Background: an optimization exercise with open tools, aiming at small area and a short achievable clock period. Do not read the settings as production practice.
No functional check of the RTL was part of any run shown here.
Power and IR drop assume default switching activity.

[flow/run.sh]
#!/bin/bash
# synth_recipe.tcl (not shown) runs the flow's synth.tcl, then flattens the netlist and writes it again
# the make line also repeats each setting of config.mk as NAME=value (left out here)
make -C /OpenROAD-flow-scripts/flow DESIGN_CONFIG=/design/flow/config.mk WORK_HOME=/design/flow/orfs CLKGATE_MAP_FILE= SYNTH_SCRIPT=/design/flow/synth_recipe.tcl finish
[flow/config.mk]
export PLATFORM = sky130hd
export DESIGN_NAME = risc16b
export DESIGN_NICKNAME = risc16b
export VERILOG_FILES = /design/flow/design.v
export SDC_FILE = /design/flow/constraint.sdc
export NUM_CORES = 4
export LEC_CHECK = 0
export ABC_AREA = 1
export CAP_MARGIN = 20
export CORE_MARGIN = 2
export CORE_UTILIZATION = 40
export PLACE_DENSITY = 0.6
export SETUP_SLACK_MARGIN = 3.8
export SLEW_MARGIN = 20
export TNS_END_PERCENT = 0
[flow/constraint.sdc]
create_clock -name core_clock -period 7.0 [get_ports {clk}]
set_input_delay 1.4000 -clock core_clock [delete_from_list [all_inputs] [get_ports {clk}]]
set_output_delay 1.4000 -clock core_clock [all_outputs]
set_load 0.01 [all_outputs]
[flow/design.v]
`default_nettype none
module risc16b
  (
   input wire          clk,
   input wire          rst,
   output logic [15:0] i_addr,
   output logic        i_oe,
   input wire [15:0]   i_din,
   output logic [15:0] d_addr,
   output logic        d_oe,
   input wire [15:0]   d_din,
   output logic [15:0] d_dout,
   output logic [1:0]  d_we
   );
   logic [15:0] pc;         
   logic [15:0] ir1;        
   logic        v1;         
   logic [15:0] rf [8];     
   logic [7:0]  zf;         
   logic [7:0]  sa, sb;     
   logic [7:0]  imm;        
   logic        imm_sx;     
   logic        a_rsb;      
   logic        inv_b;      
   logic        a_sub;      
   logic        arith;      
   logic        c_p, c_g, c_x, c_y;         
   logic        s_l8, s_r8, s_l1, s_r1;     
   logic        is_lw, is_lbu;
   logic        we;         
   logic        st_w, st_b, ld_oe;
   logic        dsel;       
   logic [15:0] ra, rb;
   always_comb begin
      ra = 16'd0;
      rb = 16'd0;
      for (int i = 0; i < 8; i++) begin
         ra = ra | (rf[i] & {16{sa[i]}});
         rb = rb | (rf[i] & {16{sb[i]}});
      end
   end
   wire [15:0] b = rb | {{8{imm_sx}}, imm};
   logic [15:0] y;
   always_comb begin
      y[7:0] = b[7:0] ^ {8{inv_b}};
      for (int i = 8; i < 16; i++)
        y[i] = b[i] ^ (inv_b | (a_rsb & (&(b[15:8] | (8'hff << (i - 8))))));
   end
   wire [15:0] x = ra ^ {16{a_rsb}};
   wire        cin = a_sub;
   wire [15:0] p = x ^ y;
   wire [16:0] s17 = {x, 1'b1} + {y, cin};
   wire [15:0] sum = s17[16:1];
   wire        nr = ~rst;
   wire [15:0] g  = x & y;
   wire [15:0] lu = (p & {16{c_p & nr}}) | (g & {16{c_g & nr}}) |
                    (x & {16{c_x & nr}}) | (y & {16{c_y & nr}});
   wire [15:0] sh = ({b[7:0], 8'd0} & {16{s_l8 & nr}}) | ({8'd0, b[15:8]} & {16{s_r8 & nr}}) |
                    ({b[14:0], 1'b0} & {16{s_l1 & nr}}) | ({1'b0, b[15:1]} & {16{s_r1 & nr}});
   wire [7:0]  lbyte = rb[0] ? d_din[7:0] : d_din[15:8];
   wire [15:0] ld = ({16{is_lw & nr}} & d_din) | {8'd0, lbyte & {8{is_lbu & nr}}};
   wire [15:0] res = lu | sh | ld | (sum & {16{arith & nr}});
   wire [15:0] kz = {x[14:0] | y[14:0], cin};
   wire        z_arith = ((p ^ kz) == 16'd0);
   wire        z_ls    = ((lu | sh) == 16'd0);   
   wire        zlo     = (d_din[7:0] == 8'd0);
   wire        zhi     = (d_din[15:8] == 8'd0);
   wire        z_ld    = is_lw ? (zlo & zhi) : (rb[0] ? zlo : zhi);
   wire        res_zero = arith ? z_arith : (is_lw | is_lbu) ? z_ld : z_ls;
   assign d_addr = rb;
   assign d_oe   = ld_oe;
   assign d_dout = {dsel ? ra[7:0] : ra[15:8], ra[7:0]};
   assign d_we   = {st_w | (st_b & rb[0]), st_w | (st_b & ~rb[0])};
   wire [15:0] wdata = res;
   wire        wzero = res_zero | rst;
   always_ff @(posedge clk)
     for (int i = 0; i < 8; i++)
       if (rst | (we & sa[i])) begin
          rf[i] <= wdata;
          zf[i] <= wzero;
       end
   wire [4:0] op1 = ir1[15:11];
   wire [4:0] fn1 = ir1[4:0];
   logic [7:0] da, db;
   always_comb
     for (int i = 0; i < 8; i++) begin
        da[i] = (ir1[10:8] == i);
        db[i] = (ir1[7:5] == i);
     end
   logic z_rd, n_rd;
   always_comb begin
      z_rd = 1'b0;
      n_rd = 1'b0;
      for (int i = 0; i < 8; i++) begin
         z_rd = z_rd | (da[i] & zf[i]);
         n_rd = n_rd | (da[i] & rf[i][15]);
      end
   end
   wire fwd = we & ((da & sa) != 8'd0);
   wire z   = fwd ? res_zero : z_rd;
   wire n   = fwd ? res[15] : n_rd;
   wire taken = v1 & ((op1 == 5'b10000 &  z) | (op1 == 5'b10001 & ~z) |
                      (op1 == 5'b10010 &  n) | (op1 == 5'b10011 & ~n) |
                      (op1 == 5'b11000));
   wire [7:0]  lo_t;
   wire        c8;
   assign {c8, lo_t} = {1'b0, pc[7:0]} + {1'b0, ir1[7:0]};
   wire [7:0]  hi_inc = pc[15:8] + 8'd1;
   wire [7:0]  hi_dec = pc[15:8] - 8'd1;
   wire [6:0]  lo_inc;
   wire        c8i;
   assign {c8i, lo_inc} = {1'b0, pc[7:1]} + 8'd1;
   wire        s8 = ir1[7];
   wire [15:0] target = {(c8 & ~s8) ? hi_inc : (~c8 & s8) ? hi_dec : pc[15:8], lo_t};
   wire [15:0] pc2    = {c8i ? hi_inc : pc[15:8], lo_inc, pc[0]};
   wire        rform1 = (op1 == 5'b00000);
   wire [3:0]  aop1   = rform1 ? fn1[3:0] : op1[3:0];
   wire        ld1    = rform1 & fn1[4] & fn1[0];           
   wire        lw1    = rform1 & (fn1 == 5'b10001);
   wire        lbu1   = rform1 & (fn1 == 5'b10011);
   logic [15:0] af;                        
   always_comb
     for (int i = 0; i < 16; i++)
       af[i] = ~op1[4] & ~lw1 & ~lbu1 & (aop1 == i);
   wire        ok1    = v1 & ~rst;
   always_ff @(posedge clk) begin
      pc     <= (taken ? target : pc2) & {16{~rst}};
      v1     <= ~rst;
      ir1    <= i_din;
      sa     <= da;
      sb     <= db & {8{rform1}};
      imm    <= ir1[7:0] & {8{~rform1}};
      imm_sx <= (op1 == 5'b00100) & ir1[7];
      a_rsb  <= af[12];
      inv_b  <= af[5] | af[2];
      a_sub  <= af[5];
      arith  <= af[4] | af[5] | af[12];
      c_p    <= af[3] | af[11];
      c_g    <= af[10] | af[11];
      c_x    <= af[0];
      c_y    <= af[1] | af[2];
      s_l8   <= af[6];
      s_r8   <= af[7];
      s_l1   <= af[8];
      s_r1   <= af[9];
      is_lw  <= lw1;
      is_lbu <= lbu1;
      we     <= ok1 & ~op1[4] & ~(rform1 & fn1[4] & ~fn1[0]);
      st_w   <= ok1 & rform1 & (fn1 == 5'b10000);
      st_b   <= ok1 & rform1 & (fn1 == 5'b10010);
      ld_oe  <= ok1 & ld1;
      dsel   <= fn1[1];
   end
   assign i_addr = pc;
   assign i_oe   = 1'b1;
endmodule
`default_nettype wire
==> summary.txt, run 1 <==
status=finished clean; Reg-to-Reg Start=sb[3]; register clock-pin slew on the reported worst setup and hold paths=roughly 0.060 ns; synth cell count leaders=nand2_1 (613), inv_1 (153), edfxtp_1 (136), nor2_1 (135), nand3_1 (106); Vias/cell=5.43; grt ovf=0; Layout fillers=about 3.0k; mapped cell area=approximately 13000 sq um; CP peak stage delay=roughly 0.41 ns; critical path class=flop to flop; Max Root-Sink Buffers=3; slew of the pin with the lowest slew margin=roughly 1.2 ns; Die Wd=between 150 and 200 microns; Reg area=5660 sq um; Worst Setup SP=sb[3]; Die H=about 180 microns; Routed WL=47.6 mm; post-synthesis cell count=1688; crit-path max FO=8; vias=between 10k and 15k; Worst Hold Class=flop to flop; Synth Warn #=2; Min Clock Period, post-route=about 4 ns; Critical Path Start Type=flop; total negative slack=0 ns; Hold Crit Start=ir1[6]; post-synth cell types=56; top_reg_cell synth=edfxtp_1; most used cell along the critical path=nand2_1; vias in the first global route=approximately 12k; DR DRC count=0; worst hold margin=just under 0.5 ns; ANT cells=0; most frequent cell after synthesis=nand2_1; final hold vios=0; clk_skew=0.0312 ns; largest net degree at the start of global routing=34; post-cts hold buffer count=0; clock sinks=approximately 210; Layout area overhead=29.4%; unrepaired setup endpoints after global routing=true; drt wl/cell=~21 microns; FF+latch count, synth=213; VDD IR max=~0.22 mV; DR iter-0 viols=around 1.4k; Std-Cell Rows=65; fmax=about 250 MHz; pwr dens=204 nW/um^2; IO Count=between 80 and 90; die area=about 34000 sq um; Yosys top cell by area=edfxtp_1; Post-synth EDFFs=136; initial antenna violation count=0; Post-Syn Area per Cell=slightly below 8 sq um; Critical Path RT=7.48 ns; Slew headroom=a little over a fifth; Tot GR Track Use=between 20% and 30%; CTS tree=yes; max_cap viols=0; nets@finish=between 1.5k and 2k; Synth Net Count=approximately 1.8k; placer congestion estimate=between 0.9 and 1; post-detail-place hpwl=roughly 33 mm; Skew-Pair Late Insertion Delay=~0.54 ns; register area share after synthesis=approximately 43%; slowest cell on the critical path=dfxtp_4; fraction of layout cells with a size suffix above 1=a little over 20%; CTS Buf Count=25; top cell type's share of synthesized area=between 30% and 40%; CORE AREA=approximately 32000 sq um; DR pass1 iterations=5; final period utilization=between 50% and 60%; main area contributors after synthesis=edfxtp_1 (31%), nand2_1 (18%), dfxtp_1 (12%); Starting Density=approximately two fifths; Arr. time, crit path=approximately 4.4 ns; port bufs=84; endpoints failing setup=0; clock root cell=clkbuf_16; post-route ant nets=0; global-route wire length before repair=around 70 mm; P_leak=~7.7 nW; multi-input combinational cell area=7120 sq um; asr flop ratio synth=0%; htree depth=1; CP endpoint kind=flop; Slew Limit Fails=0
==> sequential cells by signal (all words and copies together), names as in the netlist, 8 cells and up <==
name	flops
sb	8
ir1	16
imm	8
rf	128
sa	8
zf	8
pc	16
==> critical path, delay by kind of cell, from the launching register on <==
kind / cells / cell delay [ns]
AND/OR/NAND/NOR: 22 / 2.38
AO/OA/AOI/OAI: 1 / 0.05
flip-flops: 1 / 0.41
buffers and inverters: 6 / 0.68
adder cells (fa/ha/maj): 1 / 0.29
==> layout by cell type (no fill, tap or decap), types with 49 or more instances in the layout <==
cell             count
nand2_1            560
inv_1              137
edfxtp_1           136
nor2_1             114
nand3_1             92
clkdlybuf4s50_1     79
buf_4               76
dfxtp_1             66
a21oi_1             57
nand2_2             52
o21ai_0             49
==> kinds of logic (layout without fill, tap and decap cells) <==
kind of cell / Yosys count / after routing / synth area share [%]
buffers and inverters: 226 / 409 / 8.28
other: 1 / 1 / 0.0289
adders and majority gates: 44 / 44 / 4.35
xor gates and xnor gates: 37 / 37 / 2.49
DFF: 213 / 213 / 43.3
and+or+nand+nor: 976 / 977 / 32.8
AOI/OAI and AO/OA: 191 / 191 / 8.70
==> repair_timing <==
action                     4_1_cts  5_1_grt
gates resized for setup        192       70
buffers inserted                63       19
pin swaps                       51       46
cloned                           2        2
setup endpoints to repair      230      178
==> layer usage <==
metal | vias up | track usage (%) | wire [microns]
li1 | 5862 | - | -
met2 | 611 | 46.7 | 21900
met5 | - | 0 | 0
met1 | 5926 | 36.6 | 19800
met4 | 0 | 9.76 | 1990
met3 | 126 | 4.21 | 3870
==> layout make-up <==
type                    instances  share of cell area [%]
multi-input cells            1250                    42.3
flip-flops and latches        213                    33.7
repair buffers                193                    11.9
inverters                     170                    4.00
clock buffers                  30                    3.96
well taps                     435                    3.24
clock inverters                16                   0.938
==> final timing paths <==
| check | end | slack (ns) | cells after the start |
|---|---|---|---|
| setup / recovery | pc[0] | 3.07 | 30 |
| hold / removal | imm[6] | 0.50 | 2 |
| setup reg to reg | pc[0] | 3.07 | 30 |
| hold reg to reg | imm[6] | 0.50 | 2 |
==> through the flow <==
step	total power [mW]	util (%)	instance area (sq um)	instances	worst slack [ns]
after detailed placement	2.05	44.8	14300	2175	1.46
after floorplan	1.84	-	13100	1688	3.62
after global placement	2.05	44.7	14200	2173	1.52
after global routing	3.56	52.9	16800	2307	2.85
final	3.43	52.9	16800	2307	3.07
after CTS	3.40	51.5	16400	2286	3.24
==> power by group <==
| group | internal [mW] | switching (mW) | leakage (nW) |
|---|---|---|---|
| Combinational | 0.261 | 0.404 | 5.27 |
| Sequential | 1.42 | 0.0615 | 2.03 |
| Clock | 0.734 | 0.546 | 0.401 |
==> inputs of run 2 (changes only) <==
--- a/flow/config.mk
+++ b/flow/config.mk
@@ -7,3 +7,2 @@
 export LEC_CHECK = 0
-export ABC_AREA = 1
 export CAP_MARGIN = 20
==> summary.txt, run 2 <==
final period utilization=roughly 70%; final core occ=~53%; post-synth cell types=between 70 and 80; Post-Syn Area per Cell=10.5 sq um; DR pass1 iterations=9; P_leak=slightly below 6 nW; Yosys top cell by area=edfxtp_1; worst hold margin=0.526 ns; fmax=202 MHz; vias=~11k; ANT cells=0; CP cell instances=buf_6 > buf_4 > a22oi_1 > nand4_1 > buf_4 > nor2_4 > nor4b_2 > or2_4 > xnor2_2 > ha_4 > buf_4 > a222oi_1 > o221ai_1 > nand3b_1 > o211a_1 > a211oi_4 > mux2i_2 > a41oi_2 > mux2_4; grt ovf=0; Arr. time, crit path=5.36 ns; Tot GR Track Use=28.1%; Die Wd=176 microns; Vias/cell=6.19; initial antenna violation count=0; Layout area overhead=30.1%; slew of the pin with the lowest slew margin=about 1.2 ns; Clk pwr share=between 30% and 40%; cell family with most CP delay=compound AO/OA/AOI/OAI gates; drt wl/cell=roughly 26 microns; most frequent cell after synthesis=edfxtp_1; Slew Limit Fails=0; Most flops, register=rf; global-route wire length before repair=roughly 65 mm; DR iter-0 viols=1521; unrepaired setup endpoints after global routing=true; DR DRC count=0; Cell Int Power=~2.5 mW; main area contributors after synthesis=edfxtp_1 (34%), dfxtp_1 (13%), a22oi_1 (8.3%); largest net degree at the start of global routing=20; final instance area=~15000 sq um; most frequent cells in the layout=edfxtp_1 (136), buf_4 (115), a22oi_1 (108); placed inst area=12900 sq um; clock root cell=clkbuf_16; endpoints failing setup=0; pwr dens=between 200 and 250 nW/um^2; clk_skew=0.0167 ns; Min Clock Period, post-route=between 4 and 5 ns; CTS Buf Count=24; CP bufs+invs=4; Std-Cell Rows=63; switching power total=between 0.9 and 1 mW; Non-Filler Instances=around 1.7k; top_reg_cell synth=edfxtp_1; total negative slack=0 ns; Tot Pwr=3.44 mW; Synth Net Count=about 1.2k; Post-synth EDFFs=136; Layout fillers=about 2.6k; Synth Warn #=2; post-detail-place hpwl=28.9 mm; synth cell count leaders=edfxtp_1 (136), a22oi_1 (131), nor2_1 (105), dfxtp_1 (77), nand2_1 (64); port bufs=84; Seq pwr share=43.6%; post-synthesis cell count=1136; crit-path max FO=7; critical path class=flop to flop; asr flop ratio synth=0%; Skew-Pair Late Insertion Delay=around 0.53 ns; register area share after synthesis=between 40% and 50%; CTS tree=yes; biggest registers after layout=rf: 128 flops, ir1: 16 flops, pc: 16 flops; final hold vios=0; Net Sw Frac=between 20% and 30%; VDD IR max=about 0.17 mV; status=finished clean; most used cell along the critical path=buf_4; # placed instances=approximately 1.6k; Max Root-Sink Buffers=3; placer congestion estimate=1.00; clock sinks=between 200 and 250; Largest register FFs=about 130; max_cap viols=0; CORE AREA=29400 sq um; top cell type's share of synthesized area=34.4%; flop2flop setup slack=between 2 and 2.5 ns; fraction of layout cells with a size suffix above 1=a little under a quarter; Starting Density=between 40% and 50%; Logic pwr share=approximately 19%; vias in the first global route=~10k; Slew headroom=around 22%; slowest cell on the critical path=dfxtp_4; mapped cell area=around 12000 sq um; CP peak stage delay=~0.40 ns; register clock-pin slew on the reported worst setup and hold paths=0.06 ns; CP endpoint kind=flop; Critical Path Start Type=flop; most common cell after layout, fill and taps aside=edfxtp_1; nets@finish=~1.4k; htree depth=1; Die H=between 150 and 200 microns; final worst setup slack=2.05 ns; Routed WL=44.4 mm; Critical Path RT=7.42 ns; die area=between 30000 and 40000 sq um; FF+latch count, synth=213; pre-CTS worst setup slack=about 0.88 ns; post-route ant nets=0; Worst Hold Class=flop to flop; IO Count=86
## run 2: cell type report
| type | instances | area, sq um | area share (%) |
|---|---|---|---|
| sequential | 213 | 5670 | 36.7 |
| timing repair buffer | 217 | 1970 | 12.7 |
| clock buffer | 35 | 662 | 4.29 |
| inverter | 54 | 210 | 1.36 |
| tap | 390 | 488 | 3.16 |
| clock inverter | 9 | 158 | 1.02 |
| multi-input combinational | 804 | 6290 | 40.7 |
## run 2: kinds of logic after synthesis
kind of cell	count (synthesis)	synth area share (%)
compound gates	337	21.3
xor+xnor	75	5.60
fa+ha+maj	44	4.76
buf+inv	119	4.91
flops	213	47.4
mux	21	1.83
other cells	1	0.0316
simple gates	326	14.2
## run 2: worst reg2reg max path: stages, from the launching register on
cell      delay [ns]
dfxtp_4         0.40
buf_6           0.17
buf_4           0.15
a22oi_1         0.20
nand4_1         0.13
buf_4           0.19
nor2_4          0.20
nor4b_2         0.11
or2_4           0.25
xnor2_2         0.23
ha_4            0.25
buf_4           0.15
a222oi_1        0.36
o221ai_1        0.28
nand3b_1        0.36
o211a_1         0.31
a211oi_4        0.32
mux2i_2         0.32
a41oi_2         0.15
mux2_4          0.32
## run 2: timing repair
item	4_1_cts	5_1_grt
gates resized for setup	121	34
hold buffers	0	0
setup buffers	103	15
setup endpoints to repair	322	322
pin swaps	60	34
## run 2: worst paths after layout
| kind | start | end | cells after the start |
|---|---|---|---|
| setup / recovery | sb[0] | pc[14] | 19 |
| setup reg to reg | sb[0] | pc[14] | 19 |
| hold / removal | pc[15] | pc[15] | 2 |
| hold reg to reg | pc[15] | pc[15] | 2 |
## run 2: power groups by stage
stage	Sequential (mW)	Clock (mW)	Combinational (mW)
2_1_floorplan	1.49	0	0.339
3_3_place_gp	1.52	0	0.518
3_5_place_dp	1.52	0	0.517
4_1_cts	1.49	1.32	0.607
5_1_grt	1.50	1.37	0.677
6_report	1.50	1.31	0.635
## run 2: metal layers
metal  GRT usage [%]  routed length (microns)
met2            45.0                    20500
met5               0                        0
met4            12.1                     1990
met3            4.80                     3980
met1            37.5                    17900

[port drivers added, routing unchanged]
The results above use ideal ports. As a check the final layouts listed here were re-extracted and re-timed, cells and wires unchanged. Step 1: set_driving_cell puts a clkbuf_16 on clk and a buf_2 on each other input, an assumption about the parent block. Step 2 moves the port delays by t, midway between the first and last clock arrival at a register: inputs arrive t later, outputs are due t later. That takes back most of the time a late clock gives input paths. Slacks: ideal ports / drivers / drivers and shift; pairs: ideal ports / drivers.
run | t (ns) | setup slack, ns | cell pins on the clock port's net
run 1 | 0.579 | 3.070 / 3.070 / 2.697 | 1
run 2 | 0.573 | 2.055 / 2.055 / 1.580 | 1
After both steps every run listed still meets setup and hold. For run 2, which loses most, drivers alone change the setup slack by 0.000 ns; drivers and shift together by -0.475 ns.
